Background: an optimization exercise with open tools, aiming at small area. Do not read the settings as production practice. In this exercise RTL edits were held to simulation tests only and were not proved equivalent to the original. The clock input has no modelled driver; a real chip could not lean on it and would need a root buffer or a full tree. Power figures rest on the tool's default switching activity, not on a simulated workload.

== main ==
==> module top_multi_digit, before the edit <==
module top_multi_digit(clk, reset, seg_cathode, seg_anode_o);
    input wire clk;
    input wire reset;
    output wire [6:0] seg_cathode;
    output wire [3:0] seg_anode_o;
    reg [8:0] rf;
    wire rf_e = ~(rf[1] | rf[3] | rf[4] | rf[5] | rf[7]);
    always @(posedge clk)
        if (reset | rf_e) rf <= 9'd398;
        else              rf <= {~rf[7:0], ~(rf[6] ^ rf[8])};
    reg [1:0] p;
    always @(posedge clk)
        if (reset)     p <= 2'd2;
        else if (rf_e)
            case (p)
                2'd0: p <= 2'd1;
                2'd1: p <= 2'd3;
                2'd2: p <= 2'd0;
                default: p <= 2'd2;
            endcase
    assign seg_anode_o = {p != 2'd2, p != 2'd0, p != 2'd1, p != 2'd3};
    reg [8:0] cv;
    wire cv_e = &cv[7:0];
    always @(posedge clk)
        if (reset)     cv <= 9'd503;
        else if (cv_e) cv <= 9'd471;
        else           cv <= {~cv[7:0], ~(cv[3] ^ cv[8])};
    reg [2:0] d3;   
    reg [3:0] d2, d1, d0;
    wire o9 = (d0[0] & ~d0[1] & d0[3]);
    wire t9 = (d1[0] & d1[3]);
    wire h9 = (d2[0] & d2[3]);
    wire th4 = (d3[2]);
    wire o5 = (d0[0] & d0[2]);
    wire wrap = th4 & t9 & o5;
    wire e1 = cv_e & o9;
    wire e2 = e1 & t9;
    wire e3 = e2 & h9;
    wire clr = reset | (cv_e & wrap);
    wire [3:0] d0_n = {(~d0[0] & d0[3]) | (d0[0] & d0[1] & d0[2]), (d0[0] & d0[1] & ~d0[2] & ~d0[3]) | (~d0[1] & d0[2]) | (~d0[0] & d0[2]), (d0[0] & ~d0[1] & ~d0[3]) | (~d0[0] & d0[1]), (~d0[0])};
    wire [3:0] d1_n = {(~d1[0] & d1[3]) | (d1[0] & d1[1] & d1[2]), (d1[0] & d1[1] & ~d1[2]) | (~d1[1] & d1[2]) | (~d1[0] & d1[2]), (d1[0] & ~d1[1] & ~d1[3]) | (~d1[0] & d1[1]), (~d1[0])};
    wire [3:0] d2_n = {(~d2[0] & d2[3]) | (d2[0] & d2[1] & d2[2]), (d2[0] & d2[1] & ~d2[2]) | (~d2[1] & d2[2]) | (~d2[0] & d2[2]), (d2[0] & ~d2[1] & ~d2[3]) | (~d2[0] & d2[1]), (~d2[0])};
    wire [2:0] d3_n = {(d3[0] & d3[1]), (d3[0] & ~d3[1]) | (~d3[0] & d3[1]), (~d3[0])};
    always @(posedge clk) begin
        if (reset) d0 <= 4'd11; else if (clr) d0 <= 4'd0; else if (cv_e) d0 <= d0_n;
        if (clr) d1 <= 4'd0; else if (e1) d1 <= d1_n;
        if (clr) d2 <= 4'd0; else if (e2) d2 <= d2_n;
        if (clr) d3 <= 3'd0; else if (e3) d3 <= d3_n;
    end
    wire [3:0] th4c = {1'b0, d3[2], d3[1], d3[0]};
    reg [3:0] dig;
    always @(*)
        case (p)
            2'd2: dig = th4c;
            2'd0: dig = d2;
            2'd1: dig = d1;
            default: dig = d0;
        endcase
    assign seg_cathode = {(~dig[1] & ~dig[2] & ~dig[3]) | (dig[1] & dig[3]) | (dig[0] & dig[1] & dig[2]), (dig[0] & ~dig[2] & ~dig[3]) | (dig[1] & ~dig[2] & ~dig[3]) | (dig[0] & dig[1] & ~dig[3]), (dig[0] & ~dig[3]) | (dig[0] & ~dig[1]) | (~dig[1] & dig[2]), (dig[0] & ~dig[1] & ~dig[2] & ~dig[3]) | (~dig[0] & ~dig[1] & dig[2]) | (dig[0] & dig[1] & dig[2]), (~dig[0] & dig[1] & ~dig[2]), (dig[0] & ~dig[1] & dig[2]) | (~dig[0] & dig[1] & dig[2]), (dig[0] & ~dig[1] & ~dig[2] & ~dig[3]) | (~dig[0] & ~dig[1] & dig[2])};
endmodule
==> flow/config.mk <==
export PLATFORM = sky130hd
export DESIGN_NAME = top_multi_digit
export DESIGN_NICKNAME = top_multi_digit
export VERILOG_FILES = /design/flow/design.v
export SDC_FILE = /design/flow/constraint.sdc
export NUM_CORES = 4
export LEC_CHECK = 0
export CAP_MARGIN = 20
export CORE_AREA = 2 2 62 62
export DIE_AREA = 0 0 64 64
export GPL_TIMING_DRIVEN = 0
export PLACE_DENSITY = 0.6
export SLEW_MARGIN = 20
==> flow/constraint.sdc <==
create_clock -name core_clock -period 10.0 [get_ports {clk}]
set_input_delay 2.0000 -clock core_clock [delete_from_list [all_inputs] [get_ports {clk}]]
set_output_delay 2.0000 -clock core_clock [all_outputs]
set_load 0.01 [all_outputs]
standard.sh (not shown) runs the stock make flow with config.mk's settings and CLKGATE_MAP_FILE= SYNTH_SCRIPT=/design/flow/synth_recipe.tcl, a recipe that flattens the netlist after the stock synthesis.
==> flow/flow/run.sh <==
#!/bin/bash
# Own layout flow: the standard ORFS flow (standard.sh) with
#  - synthesis from flow/synth.tcl (the standard script; ABC mapping for area, the smallest of the flow/area*.abc scripts),
#  - single-drive-strength port buffers,
#  - a one-buffer clock tree (flow/cts.tcl) in place of TritonCTS.
# Every tool's output goes to the ORFS logs under orfs/logs; make's own output
# goes to flow_make.log.
set -euo pipefail
W=$PWD
sed "s#SYNTH_SCRIPT=[^ ]*#SYNTH_SCRIPT=$W/flow/synth.tcl#" standard.sh > my_standard.sh
export MY_ABC_DIR=$W/flow
export BUFFER_PORTS_ARGS="-buffer_cell sky130_fd_sc_hd__buf_1"
export MY_CLK_BUF=${MY_CLK_BUF:-sky130_fd_sc_hd__clkbuf_16}
export MY_CLK_NBUF=${MY_CLK_NBUF:-1}
export PRE_CTS_TCL=$W/flow/cts.tcl
bash my_standard.sh > flow_make.log 2>&1
Other scripts of this flow, unchanged in this note and not shown: flow/flow/area01.abc, flow/flow/area02.abc, flow/flow/area03.abc, flow/flow/area04.abc, flow/flow/area05.abc, flow/flow/area06.abc, flow/flow/area07.abc, flow/flow/area08.abc, flow/flow/area09.abc, flow/flow/area10.abc, flow/flow/area11.abc, flow/flow/area12.abc, flow/flow/area13.abc, flow/flow/area14.abc, flow/flow/area15.abc, flow/flow/area16.abc, flow/flow/area17.abc, flow/flow/area18.abc, flow/flow/area19.abc, flow/flow/area20.abc, flow/flow/cts.tcl, flow/flow/synth.tcl
diff inputs: main => the feature branch
==> flow/design.v <==
module top_multi_digit(clk, reset, seg_cathode, seg_anode_o);
    input wire clk;
    input wire reset;
    output wire [6:0] seg_cathode;
    output wire [3:0] seg_anode_o;
    reg [8:0] rf;
    wire rf_e = ((rf & 9'd186) == 9'd0);
    always @(posedge clk)
        if (reset | rf_e) rf <= 9'd398;
        else              rf <= {~rf[7:0], ~(rf[6] ^ rf[8])};
    reg [1:0] p;
    always @(posedge clk)
        if (reset)     p <= 2'd2;
        else if (rf_e)
            case (p)
                2'd0: p <= 2'd1;
                2'd1: p <= 2'd3;
                2'd2: p <= 2'd0;
                default: p <= 2'd2;
            endcase
    assign seg_anode_o = {p != 2'd2, p != 2'd0, p != 2'd1, p != 2'd3};
    reg [8:0] cv;
    wire cv_e = ((cv & 9'd255) == 9'd255);
    always @(posedge clk)
        if (reset)     cv <= 9'd503;
        else if (cv_e) cv <= 9'd471;
        else           cv <= {~cv[7:0], ~(cv[3] ^ cv[8])};
    reg [2:0] d3;   
    reg [3:0] d2, d1, d0;
    wire o9 = (~d0[0] & d0[2] & d0[3]);
    wire t9 = (~d1[0] & d1[1] & d1[3]);
    wire h9 = (~d2[0] & d2[1] & d2[3]);
    wire th4 = (~d3[0] & d3[1]);
    wire o5 = (d0[3]);
    wire wrap = th4 & t9 & o5;
    wire e1 = cv_e & o9;
    wire e2 = e1 & t9;
    wire e3 = e2 & h9;
    wire clr = reset | (cv_e & wrap);
    wire [3:0] d0_n = {(~d0[0] & d0[1] & ~d0[3]) | (d0[0] & d0[3]) | (~d0[2] & d0[3]), (d0[0] & d0[1]), (d0[0]), (~d0[2])};
    wire [3:0] d1_n = {(d1[0] & d1[3]) | (~d1[2] & d1[3]) | (~d1[0] & d1[1] & ~d1[3]), (d1[0] & d1[1]), (d1[0]), (~d1[2])};
    wire [3:0] d2_n = {(d2[0] & d2[3]) | (~d2[2] & d2[3]) | (~d2[0] & d2[1] & ~d2[3]), (d2[0] & d2[1]), (d2[0]), (~d2[2])};
    wire [2:0] d3_n = {(d3[1]), (d3[0]), (~d3[2])};
    always @(posedge clk) begin
        if (reset) d0 <= 4'd4; else if (clr) d0 <= 4'd0; else if (cv_e) d0 <= d0_n;
        if (clr) d1 <= 4'd0; else if (e1) d1 <= d1_n;
        if (clr) d2 <= 4'd0; else if (e2) d2 <= d2_n;
        if (clr) d3 <= 3'd0; else if (e3) d3 <= d3_n;
    end
    wire [3:0] th4c = {1'b0, d3[2], d3[1], d3[0]};
    reg [3:0] dig;
    always @(*)
        case (p)
            2'd2: dig = th4c;
            2'd0: dig = d2;
            2'd1: dig = d1;
            default: dig = d0;
        endcase
    assign seg_cathode = {(~dig[1] & ~dig[3]) | (dig[1] & ~dig[2] & dig[3]), (dig[1] & ~dig[2]) | (dig[0] & ~dig[3]), (dig[0] & ~dig[1] & ~dig[3]) | (~dig[0] & dig[3]) | (dig[1] & ~dig[2] & dig[3]) | (dig[1] & dig[2] & ~dig[3]), (dig[0] & ~dig[1] & ~dig[3]) | (dig[1] & ~dig[2] & dig[3]) | (~dig[0] & dig[1] & ~dig[3]), (dig[1] & ~dig[2] & ~dig[3]), (~dig[1] & dig[3]), (dig[0] & ~dig[1] & ~dig[3]) | (~dig[0] & dig[1] & ~dig[3])};
endmodule
Notes after the runs:
In summary, the feature branch completed successfully, with a layout that passed the timing, design-rule and antenna checks.
Cell area, the feature branch vs main: down slightly
[compare] base=main new=the feature branch: worst-case setup margin in the final layout up 0.034 ns, fraction of met1 tracks used by global routing down 2.7 points, total power of the final layout down 0.69%.
Diff main and the feature branch: post-detailed-placement cell area lower in the feature branch
The feature branch vs main: placed wire-length estimate down
Against main, wire length of the first global-routing pass in the feature branch fell by a little under 10%.
More vias were needed by main than by the feature branch.
Going from main to the feature branch, critical path depth shrinks by 1.
As of the feature branch, number of nets in the synthesized netlist had fallen by a few percent compared to main.
Against main, count of filler cells inserted in the layout in the feature branch fell by a few percent.
Lower sequential share of layout area was reported by main, not the feature branch.
Per the comparison of the feature branch with main, final cell utilization of the core saw a decrease; worst clock skew on the final layout saw little to no change.
No run of this note takes its clock network from TritonCTS; it comes from the design's own scripts or RTL.

[static timing again, ports no longer ideal]
How much do the figures lean on ideal ports? The routed layouts below were timed once more, with nothing changed but the port constraints.
Step 1 (the two cells are an assumption about what drives the block):
set clk [get_ports {clk}]
set_driving_cell -lib_cell sky130_fd_sc_hd__clkbuf_16 $clk
set_driving_cell -lib_cell sky130_fd_sc_hd__buf_2 [delete_from_list [all_inputs] $clk]
Step 2 times the ports against the registers' clock, not the clock port: input delays grow and output delays shrink by t, the midpoint of the rising clock arrivals with the driver on.
Slacks: no drivers / after step 1 / after step 2; pairs: no drivers / after step 1.
run	t (ns)	setup WS [ns]	hold WS [ns]	cell pins on the clock port's net
main	0.203	5.892 / 5.864 / 6.066	0.375 / 0.375 / 0.375	1
the feature branch	0.199	5.926 / 5.898 / 6.097	0.374 / 0.374 / 0.374	1
After both steps setup and hold are still met in every run listed.
